What follows belongs to an exercise in optimizing a design on an open flow for small area, a short achievable clock period and few clock cycles per item; a production flow would make more cautious choices.
Only simulation tests tie the RTL to the original design; equivalence was not proved.

== the baseline ==
Design lms_core, start of the top module:
module lms_core #(
    parameter WIDTH = 16,
    parameter FRAC  = 8
)(
    input wire clk,
    input wire rst,
    input wire start,
    input wire signed [WIDTH-1:0] x_in,
    input wire signed [WIDTH-1:0] d_in,
    output wire signed [WIDTH-1:0] y_out,
    output wire signed [WIDTH-1:0] e_out,
    output reg done
);
    reg [15:0] x0, x1, x2, x3, x4, x5, x6, x7;    
    reg [15:0] u0, u1, u2, u3, v0, v1, v2, v3;    
    reg ph1, ph2;                                 
    reg [24:0] acc_a, acc_b;                      
    reg [7:1] sc_r;                               
    wire [7:1] sc_w;
    reg [15:0] w_r;                               
    reg [16:0] h_r;                               
    reg [16:0] q_r;                               
    wire [15:0] w_sum;
    wire [16:0] h_sum, q_sum;
    reg eq1_0;
    reg ng1_0;
    reg eq1_1;
    reg ng1_1;
    reg eq1_2;
    reg ng1_2;
  ...
==> flow/config.mk <==
export PLATFORM = sky130hd
export DESIGN_NAME = lms_core
export DESIGN_NICKNAME = lms_core
export VERILOG_FILES = /design/flow/design.v
export SDC_FILE = /design/flow/constraint.sdc
export NUM_CORES = 4
export LEC_CHECK = 0
export CAP_MARGIN = 20
export CORE_MARGIN = 2
export CORE_UTILIZATION = 55
export CTS_BUF_LIST = sky130_fd_sc_hd__clkbuf_4 sky130_fd_sc_hd__clkbuf_8
export SETUP_SLACK_MARGIN = 3.0
export SLEW_MARGIN = 20
export SYNTH_HIERARCHICAL = 1
export SYNTH_MINIMUM_KEEP_SIZE = 0
==> flow/constraint.sdc <==
create_clock -name core_clock -period 8.0 [get_ports {clk}]
set_input_delay 1.6000 -clock core_clock [delete_from_list [all_inputs] [get_ports {clk}]]
set_output_delay 1.6000 -clock core_clock [all_outputs]
set_load 0.01 [all_outputs]
run.sh (not shown) runs the stock make flow with config.mk's settings and CLKGATE_MAP_FILE= SYNTH_SCRIPT=/design/flow/synth_recipe.tcl, a recipe that flattens the netlist after the stock synthesis.
The baseline: full flow OK, the timing, design-rule and antenna checks passed
Testbench counts of the baseline, summed over its fixed seeds: cycles 6,144, items 2,048.
Here is what was changed in the inputs of the candidate compared with the baseline.
# the baseline
export LEC_CHECK = 0
export CAP_MARGIN = 20
export CORE_MARGIN = 2
export CORE_UTILIZATION = 55
export CTS_BUF_LIST = sky130_fd_sc_hd__clkbuf_4 sky130_fd_sc_hd__clkbuf_8
export SETUP_SLACK_MARGIN = 3.0
export SLEW_MARGIN = 20
export SYNTH_HIERARCHICAL = 1
export SYNTH_MINIMUM_KEEP_SIZE = 0
create_clock -name core_clock -period 8.0 [get_ports {clk}]
# the candidate
export LEC_CHECK = 0
export CAP_MARGIN = 20
export CORE_MARGIN = 2
export CORE_UTILIZATION = 40
export SETUP_SLACK_MARGIN = 3.0
export SLEW_MARGIN = 20
export SYNTH_HIERARCHICAL = 1
export SYNTH_MINIMUM_KEEP_SIZE = 0
create_clock -name core_clock -period 8.0 [get_ports {clk}]
Notes after the runs:
The candidate vs the baseline: non-clock buffer count down by a few percent
Sequential share of layout area (the candidate over the baseline): decrease, 0.19 points
Routed wire in the candidate totals less than in the baseline.
Highest achievable clock rate shrinks slightly when moving from the baseline to the candidate.
The number of rows in the core area number comes out lower for the baseline vs the candidate.
Floorplan check, the candidate vs the baseline: die outline larger in the candidate
Diff the baseline -> the candidate | number of well-tap cells placed | up by more than a quarter

## the reference run
lms_core, a different RTL version from the one above (not shown whole).
Size in the first run: roughly 430 flip-flops, roughly 68 I/O pins.
export LEC_CHECK = 0
export CAP_MARGIN = 20
export CORE_MARGIN = 2
export CORE_UTILIZATION = 40
export SETUP_SLACK_MARGIN = 2.5
export SLEW_MARGIN = 20
export SYNTH_HIERARCHICAL = 1
export SYNTH_MINIMUM_KEEP_SIZE = 0
create_clock -name core_clock -period 8.0 [get_ports {clk}]
Testbench counts of the reference run, summed over its fixed seeds: cycles 6,144, items 2,048.
[inputs] the trial run vs the reference run
- TNS_END_PERCENT: unset -> 10
- CORE_UTILIZATION: 40 -> 65
- CTS_BUF_LIST: unset -> sky130_fd_sc_hd__clkbuf_4 sky130_fd_sc_hd__clkbuf_8
- SETUP_SLACK_MARGIN: 2.5 -> 2.75
## What came out
The trial run vs. the reference run: area of all placed cells without fillers went down by 450 um2.
Setup slack after placement: the trial run better than the reference run
Looking at origin of the worst setup path, the u3[6] result is from the trial run; the v0[1] one comes from the reference run.
Comparing the trial run against the reference run, there is no change at all in share of flip-flops with an asynchronous set or reset after synthesis.

v44:
Starting RTL as in the previous note.
clock: 8.0 ns
lec_check: 0
cap_margin: 20
core_margin: 2
core_utilization: 55
cts_buf_list: sky130_fd_sc_hd__clkbuf_4 sky130_fd_sc_hd__clkbuf_8
setup_slack_margin: 2.75
slew_margin: 20
synth_hierarchical: 1
synth_minimum_keep_size: 0
tns_end_percent: 3
v44 completed end to end with timing, DRC and antenna clean.
Testbench counts of v44, summed over its fixed seeds: cycles 6,144, items 2,048.
For v16, these inputs were changed with respect to v44:
- SETUP_SLACK_MARGIN: 2.75 -> 2.0
- TNS_END_PERCENT: 3 -> unset
- CTS_BUF_LIST: sky130_fd_sc_hd__clkbuf_4 sky130_fd_sc_hd__clkbuf_8 -> unset
- CORE_UTILIZATION: 55 -> 40
Area added between synthesis and finish ended up 0.38 points lower on v16 than on v44.
On proportion of cell area spent on the clock network, v44 and v16 are basically level.
Looking at maximum clock skew at final layout across v44 and v16, the one that comes out lower is v16.
Edits applied to the flow inputs when going from v16 to v42:
- setting CTS_BUF_LIST to sky130_fd_sc_hd__clkbuf_4 sky130_fd_sc_hd__clkbuf_8 for the first time
- changing CORE_UTILIZATION from 40 to 55
- changing SETUP_SLACK_MARGIN from 2.0 to 2.75
- setting TNS_END_PERCENT to 10 for the first time
Notes after the runs:
The final reports for v42 and v16 show maximum fanout along the worst path lower in the former.
Comparing v42 and v16, required time at the endpoint of the critical path is lower on v16.
Comparing v42 and v16, cell count is lower on v42.
Between v16 and v42, total buffers and inverters traversed by the critical path decreased.
v42 vs v16: relative area change from synthesis to final layout up
v42 against v16: number of H-tree levels went up, tapcell count saw a decrease, worst setup slack shows an increase of 0.53 ns.
Summary of the comparison: cell area is higher in v42, relative to v16.
For v26, these inputs were changed with respect to v42:
- CORE_UTILIZATION changed from 55 to 50
Results
Every stage of the flow completed for v26, and the final layout passed the timing, design-rule and antenna checks.
The run showing the greater relative slew slack is v26.
Summary of v26 over v42: design area increased 0.92%, maximum operating frequency went up, worst hold slack after final layout went down by 0.0091 ns.
Against v42, via count in v26 rose slightly.
Data arrival time of the worst path: higher on v42
Number of placement rows: v26 > v42
Average via count per standard cell, v42 and v26, lower one = v26.
[inputs] v23 vs v26
- CORE_UTILIZATION: 50 -> 55
- PLACE_DENSITY: unset -> 0.7
### Flow results
| fraction of area in registers | v26 vs v23 | ≈ equal |
Compared with v26, v23 has less setup slack.
Multi-input gate area in the final layout (v23 over v26): decrease, 160 sq um
The worst setup path startpoint comes out ng4_0$_DFF_P_ in one run and ng2_0$_DFF_P_ in the other, namely in v26 and v23 respectively.
Compared with v26, in v23 count of clock buffers in the final design shows a reduction of about 9%, synthesis-to-finish area growth shows a reduction of 0.54 points.
Input-level comparison between v50 and v23:
- CORE_UTILIZATION changed from 55 to 40
- SETUP_SLACK_MARGIN changed from 2.75 to 3.0
- PLACE_DENSITY removed (was 0.7)
- CTS_BUF_LIST removed (was sky130_fd_sc_hd__clkbuf_4 sky130_fd_sc_hd__clkbuf_8)
- TNS_END_PERCENT removed (was 10)
## What came out
Both conditions hold for v50: the flow ran to the end and the final layout passed the timing, design-rule and antenna checks.
Summary of v50 over v23: register fraction of the total cell area went down by 0.71 points, utilization went down by 14 points, design area went up by about 6%.
The detailed-routed wire length on met2 in v50 is 1.07 times that in v23.
Re deepest level of the CTS H-tree: v50 and v23 aren't equal, and the higher value belongs to v23.
Going from v23 to v50, routed wire length grew by a little under 10%.

==> static timing again, ports no longer ideal <==
How much do the figures lean on ideal ports? The routed layouts below were timed once more, with nothing changed but the port constraints. Step 1 assumes that a clkbuf_16 drives the clock port and a buf_2 every other input. Step 2, shift: input delay + t, output delay - t, t = (earliest + latest rising clock arrival at the registers) / 2. This alone moves slack from input paths to output paths. Slacks: no drivers / after step 1 / after step 2; pairs: no drivers / after step 1.
run	t (ns)	setup slack, ns	hold WS [ns]
the baseline	0.809	2.688 / 2.688 / 2.688	0.435 / 0.435 / 0.435
the candidate	0.746	2.589 / 2.589 / 2.589	0.440 / 0.440 / 0.440
the reference run	0.736	2.509 / 2.509 / 2.509	0.432 / 0.432 / 0.432
the trial run	0.804	2.551 / 2.551 / 2.551	0.455 / 0.455 / 0.455
v44	0.817	2.568 / 2.568 / 2.568	0.453 / 0.453 / 0.453
v16	0.735	2.064 / 2.011 / 2.064	0.431 / 0.431 / 0.431
v42	0.827	2.597 / 2.574 / 2.597	0.446 / 0.446 / 0.446
v26	0.833	2.637 / 2.637 / 2.637	0.436 / 0.436 / 0.436
v23	0.798	2.407 / 2.407 / 2.407	0.443 / 0.443 / 0.443
v50	0.738	2.617 / 2.617 / 2.617	0.439 / 0.439 / 0.439
After both steps setup and hold are still met in every run listed.
